Context: an optimization exercise on an open-source flow, tuned for small area. The choices shown serve that exercise and are no tape-out recipe. The RTL was checked by simulation tests, not by an equivalence proof against the original design. The clock input has no modelled driver; a real chip could not lean on it and would need a root buffer or a full tree. No activity file was given, so power comes from the tool's default toggle rates.

==> inputs of run a <==
// design3
module design3(clk, rst, fill, consume, error, height);
input clk, rst, fill, consume;
output error;
output [7:0] height;
reg [6:0] s;
wire [6:0] ns;
wire new_n26, new_n27, new_n28, new_n29, new_n30, new_n31, new_n32, new_n33, new_n34, new_n35, new_n36, new_n37, new_n38, new_n39, new_n40, new_n41, new_n42, new_n43, new_n44, new_n45, new_n46, new_n47, new_n48, new_n49, new_n50, new_n51, new_n52, new_n53, new_n54, new_n55, new_n56, new_n57, new_n58, new_n59, new_n60, new_n61, new_n62, new_n63, new_n66, new_n67, new_n69, new_n70, new_n71, new_n72, new_n73, new_n74, new_n76, new_n77, new_n78, new_n79, new_n80, new_n81, new_n82, new_n83, new_n84, new_n85, new_n86, new_n87, new_n88, new_n90, new_n92, new_n93, new_n94, new_n95, new_n96, new_n98, new_n99, new_n100, new_n102, new_n103, new_n104, new_n106, new_n108, new_n110, new_n111, new_n112, new_n113, new_n115;
  g_clkinv u0 (.A(s[5]), .Y(new_n26));
  g_clkinv u1 (.A(s[2]), .Y(new_n27));
  g_clkinv u2 (.A(s[3]), .Y(new_n28));
  g_clkinv u3 (.A(s[4]), .Y(new_n29));
  g_nor2 u4 (.A(new_n28), .B(new_n29), .Y(new_n30));
  g_clkinv u5 (.A(new_n30), .Y(new_n31));
  g_nor2 u6 (.A(new_n27), .B(new_n31), .Y(new_n32));
  g_clkinv u7 (.A(new_n32), .Y(new_n33));
  g_nor2 u8 (.A(new_n26), .B(new_n33), .Y(new_n34));
  g_clkinv u9 (.A(new_n34), .Y(new_n35));
  g_nor2 u10 (.A(s[3]), .B(s[4]), .Y(new_n36));
  g_nor3 u11 (.A(s[1]), .B(s[2]), .C(s[4]), .Y(new_n37));
  g_nor2 u12 (.A(new_n36), .B(new_n37), .Y(new_n38));
  g_clkinv u13 (.A(s[0]), .Y(new_n39));
  g_a21oi u14 (.A1(new_n34), .A2(s[1]), .B1(new_n39), .Y(new_n40));
  g_clkinv u15 (.A(new_n40), .Y(new_n41));
  g_nand2 u16 (.A(new_n28), .B(s[5]), .Y(new_n42));
  ...
Settings: LEC_CHECK=0, CAP_MARGIN=20, CORE_AREA=2.5 2.5 62.5 62.5, DIE_AREA=0 0 65 65, SLEW_MARGIN=20, SYNTH_HIERARCHICAL=1, SYNTH_MINIMUM_KEEP_SIZE=0; clock period 8.0 ns.
standard.sh (not shown) runs the stock make flow with config.mk's settings and CLKGATE_MAP_FILE= SYNTH_SCRIPT=/design/flow/synth_recipe.tcl, a recipe that flattens the netlist after the stock synthesis.
==> flow/flow/run.sh <==
#!/bin/bash
# Own layout flow: the standard synthesis and layout steps, with
#  - port buffers of the smallest buffer cell (every port still gets one),
#  - combinational cells swapped to their smallest drive strength after the resizer,
#  - a clock tree of one buffer: after CTS the leaf buffers are removed and the
#    root buffer drives every register clock pin directly (no skew).
# Each tool's output goes to a log file in the work folder.
set -uo pipefail
W=$PWD
export BUFFER_PORTS_ARGS="-buffer_cell sky130_fd_sc_hd__buf_1"
export POST_RESIZE_TCL=$W/flow/downsize.tcl
export POST_CTS_TCL=$W/flow/oneclkbuf.tcl
export ONE_CLKBUF_CELL=sky130_fd_sc_hd__clkbuf_4
export CTS_ARGS="-sink_clustering_enable -repair_clock_nets -dont_use_dummy_load -sink_clustering_size 30 -buf_list sky130_fd_sc_hd__clkbuf_4 -root_buf sky130_fd_sc_hd__clkbuf_4"
bash standard.sh synth > $W/synth.log 2>&1 || { tail -50 $W/synth.log; exit 1; }
bash standard.sh > $W/layout.log 2>&1 || { tail -50 $W/layout.log; exit 1; }
==> flow/flow/downsize.tcl <==
# Swap each combinational cell to the smallest-area cell of the same family
# (same function and pins, e.g. a21oi_2 -> a21oi_1). Registers, clock cells,
# port buffers and tie cells are left as they are.
set lib_cells {}
foreach lc [get_lib_cells */*] { lappend lib_cells [get_name $lc] }
proc family { name } {
  if { [regexp {^(sky130_fd_sc_hd__[a-z0-9]+)_([0-9]+)$} $name -> base drive] } { return $base }
  return ""
}
array set best {}
foreach lc [get_lib_cells */*] {
  set n [get_name $lc]
  if { [regexp {lpflow|probe} $n] } { continue }
  set fam [family $n]
  if { $fam == "" } { continue }
  set a [get_property $lc area]
  if { ![info exists best($fam)] || $a < [lindex $best($fam) 1] } { set best($fam) [list $n $a] }
}
set count 0
foreach inst [[ord::get_db_block] getInsts] {
  set m [[$inst getMaster] getName]
  if { ![regexp {^sky130_fd_sc_hd__(a|o|nand|nor|inv|and|or|xor|xnor|mux|maj|clkinv)} $m] } { continue }
  if { [regexp {^sky130_fd_sc_hd__(dfx|dfr|clkbuf|buf|conb)} $m] } { continue }
  set fam [family $m]
  if { $fam == "" || ![info exists best($fam)] } { continue }
  set to [lindex $best($fam) 0]
  if { $to != $m } {
    replace_cell [$inst getName] $to
    incr count
  }
}
puts "downsize: swapped $count cells"
==> flow/flow/oneclkbuf.tcl <==
# After CTS: collapse the clock tree to a single buffer. The clock port drives one
# buffer whose output drives every register's clock pin directly (no skew).
set block [ord::get_db_block]
set clkport_net ""
foreach bt [$block getBTerms] {
  if { [$bt getName] == "clk" } { set clkport_net [$bt getNet] }
}
set root ""
foreach it [$clkport_net getITerms] {
  if { [$it isInputSignal] } { set root [$it getInst] }
}
set rootout ""
foreach it [$root getITerms] { if { [$it isOutputSignal] } { set rootout [$it getNet] } }
set leaves {}
foreach it [$rootout getITerms] {
  set inst [$it getInst]
  if { [$it isInputSignal] && [string match "*clkbuf*" [[$inst getMaster] getName]] } { lappend leaves $inst }
}
foreach leaf $leaves {
  set lout ""
  foreach it [$leaf getITerms] { if { [$it isOutputSignal] } { set lout [$it getNet] } }
  foreach it [$lout getITerms] {
    if { [$it isInputSignal] } {
      $it disconnect
      $it connect $rootout
    }
  }
  odb::dbInst_destroy $leaf
  odb::dbNet_destroy $lout
}
replace_cell [$root getName] $::env(ONE_CLKBUF_CELL)
puts "oneclkbuf: removed [llength $leaves] leaf buffers, root [$root getName] is $::env(ONE_CLKBUF_CELL)"
==> run b (differences from run a) <==
==> flow/run.sh (new file) <==
#!/bin/bash
# synth_recipe.tcl (not shown) runs the flow's synth.tcl, then flattens the netlist and writes it again
# the make line also repeats each setting of config.mk as NAME=value (left out here)
make -C /OpenROAD-flow-scripts/flow DESIGN_CONFIG=/design/flow/config.mk WORK_HOME=/design/flow/orfs CLKGATE_MAP_FILE= SYNTH_SCRIPT=/design/flow/synth_recipe.tcl finish
--- a/flow/config.mk
+++ b/flow/config.mk
@@ -7,6 +7,8 @@
 export LEC_CHECK = 0
 export CAP_MARGIN = 20
-export CORE_AREA = 2.5 2.5 62.5 62.5
-export DIE_AREA = 0 0 65 65
+export CORE_MARGIN = 2
+export CORE_UTILIZATION = 40
+export CTS_BUF_LIST = sky130_fd_sc_hd__clkbuf_4
+export CTS_CLUSTER_SIZE = 30
 export SLEW_MARGIN = 20
 export SYNTH_HIERARCHICAL = 1
removed: flow/flow/run.sh
removed: flow/flow/downsize.tcl
removed: flow/flow/oneclkbuf.tcl
removed: flow/standard.sh
==> run c (differences from run a) <==
==> flow/run.sh (new file) <==
#!/bin/bash
# synth_recipe.tcl (not shown) runs the flow's synth.tcl, then flattens the netlist and writes it again
# the make line also repeats each setting of config.mk as NAME=value (left out here)
make -C /OpenROAD-flow-scripts/flow DESIGN_CONFIG=/design/flow/config.mk WORK_HOME=/design/flow/orfs CLKGATE_MAP_FILE= SYNTH_SCRIPT=/design/flow/synth_recipe.tcl finish
--- a/flow/config.mk
+++ b/flow/config.mk
@@ -8,4 +8,6 @@
 export CAP_MARGIN = 20
 export CORE_AREA = 2.5 2.5 62.5 62.5
+export CTS_BUF_LIST = sky130_fd_sc_hd__clkbuf_4
+export CTS_CLUSTER_SIZE = 30
 export DIE_AREA = 0 0 65 65
 export SLEW_MARGIN = 20
removed: flow/flow/run.sh
removed: flow/flow/downsize.tcl
removed: flow/flow/oneclkbuf.tcl
removed: flow/standard.sh
==> summary of the runs <==
In non-clock buffer count, run c and run b do not differ. Of run b and run a, run a has the higher register-to-register slack (gap 0.12 ns). Cell count: run b < run a < run c. The highest first-iteration DRC count belongs to run a, the lowest to run c. Area after synthesis is the same in run a and run b. Clock skew: run c < run a < run b. The lowest setup slack belongs to run b, the highest to run a. Synthesized cell count is the same in run a and run b. The lowest cell area belongs to run a, the highest to run c.
==> figures <==
item                                                                          run a                    run b                    run c
CTS H-tree lvls                                                                   -                        1                        1
Max transition margin                                                             -                    0.665                    0.663
Total track usage                                                            0.0810                    0.174                   0.0820
Slowest stage cell on the critical path                                     dfxtp_1          clkdlybuf4s50_1          clkdlybuf4s50_1
Flop+latch power                                                        0.0000634 W              0.0000693 W              0.0000693 W
Crit path largest cell delay                                                0.35 ns                  0.58 ns                  0.58 ns
Leakage power figure                                                       0.252 nW                 0.315 nW                 0.315 nW
Routing usage on met1                                                         0.111                    0.219                   0.0963
Fin Clk Skew                                                            0.000671 ns               0.00267 ns              0.000227 ns
Via count of the first global-routing pass                                      617                      631                      671
Maximum clock rate                                                          229 MHz                  205 MHz                  206 MHz
Global Route met2 Usage                                                       0.143                    0.278                    0.140
Total vias in the final route                                                   683                      696                      700
Final worst path period need                                                4.37 ns                  4.87 ns                  4.85 ns
Violation count after the first detailed-routing iteration                       21                       16                       10
Number of filler cells placed in the layout                                     398                      191                      374
Overall routed net length                                                   1.46 mm                  1.55 mm                  1.56 mm
Post-layout instance area                                                   686 µm²                  858 µm²                  895 µm²
Status                                                      complete, no violations  complete, no violations  complete, no violations
Core region area                                                           3390 µm²                 1690 µm²                 3390 µm²

## what the ideal ports hide
The flow's constraints put no driver on any port. The routed layouts listed below were extracted and timed again, unchanged, in two steps.
Step 1: set_driving_cell puts a clkbuf_16 on clk and a buf_2 on each other input, an assumption about the parent block.
Step 2 also shifts input and output timing later by t, the mid clock arrival at the registers, as if the neighbouring blocks saw the same clock.
Slacks: no drivers / after step 1 / after step 2; pairs: no drivers / after step 1.
run	shift t [ns]	setup WS [ns]	slew at the worst register clock pin (ns)	cell pins on the clock port's net
run a	0.157	3.631 / 3.615 / 3.771	0.07 / 0.07	1
run b	0.260	3.131 / 3.114 / 3.374	0.05 / 0.05	1
run c	0.261	3.151 / 3.133 / 3.394	0.05 / 0.05	1
After both steps setup and hold are still met in every run listed.
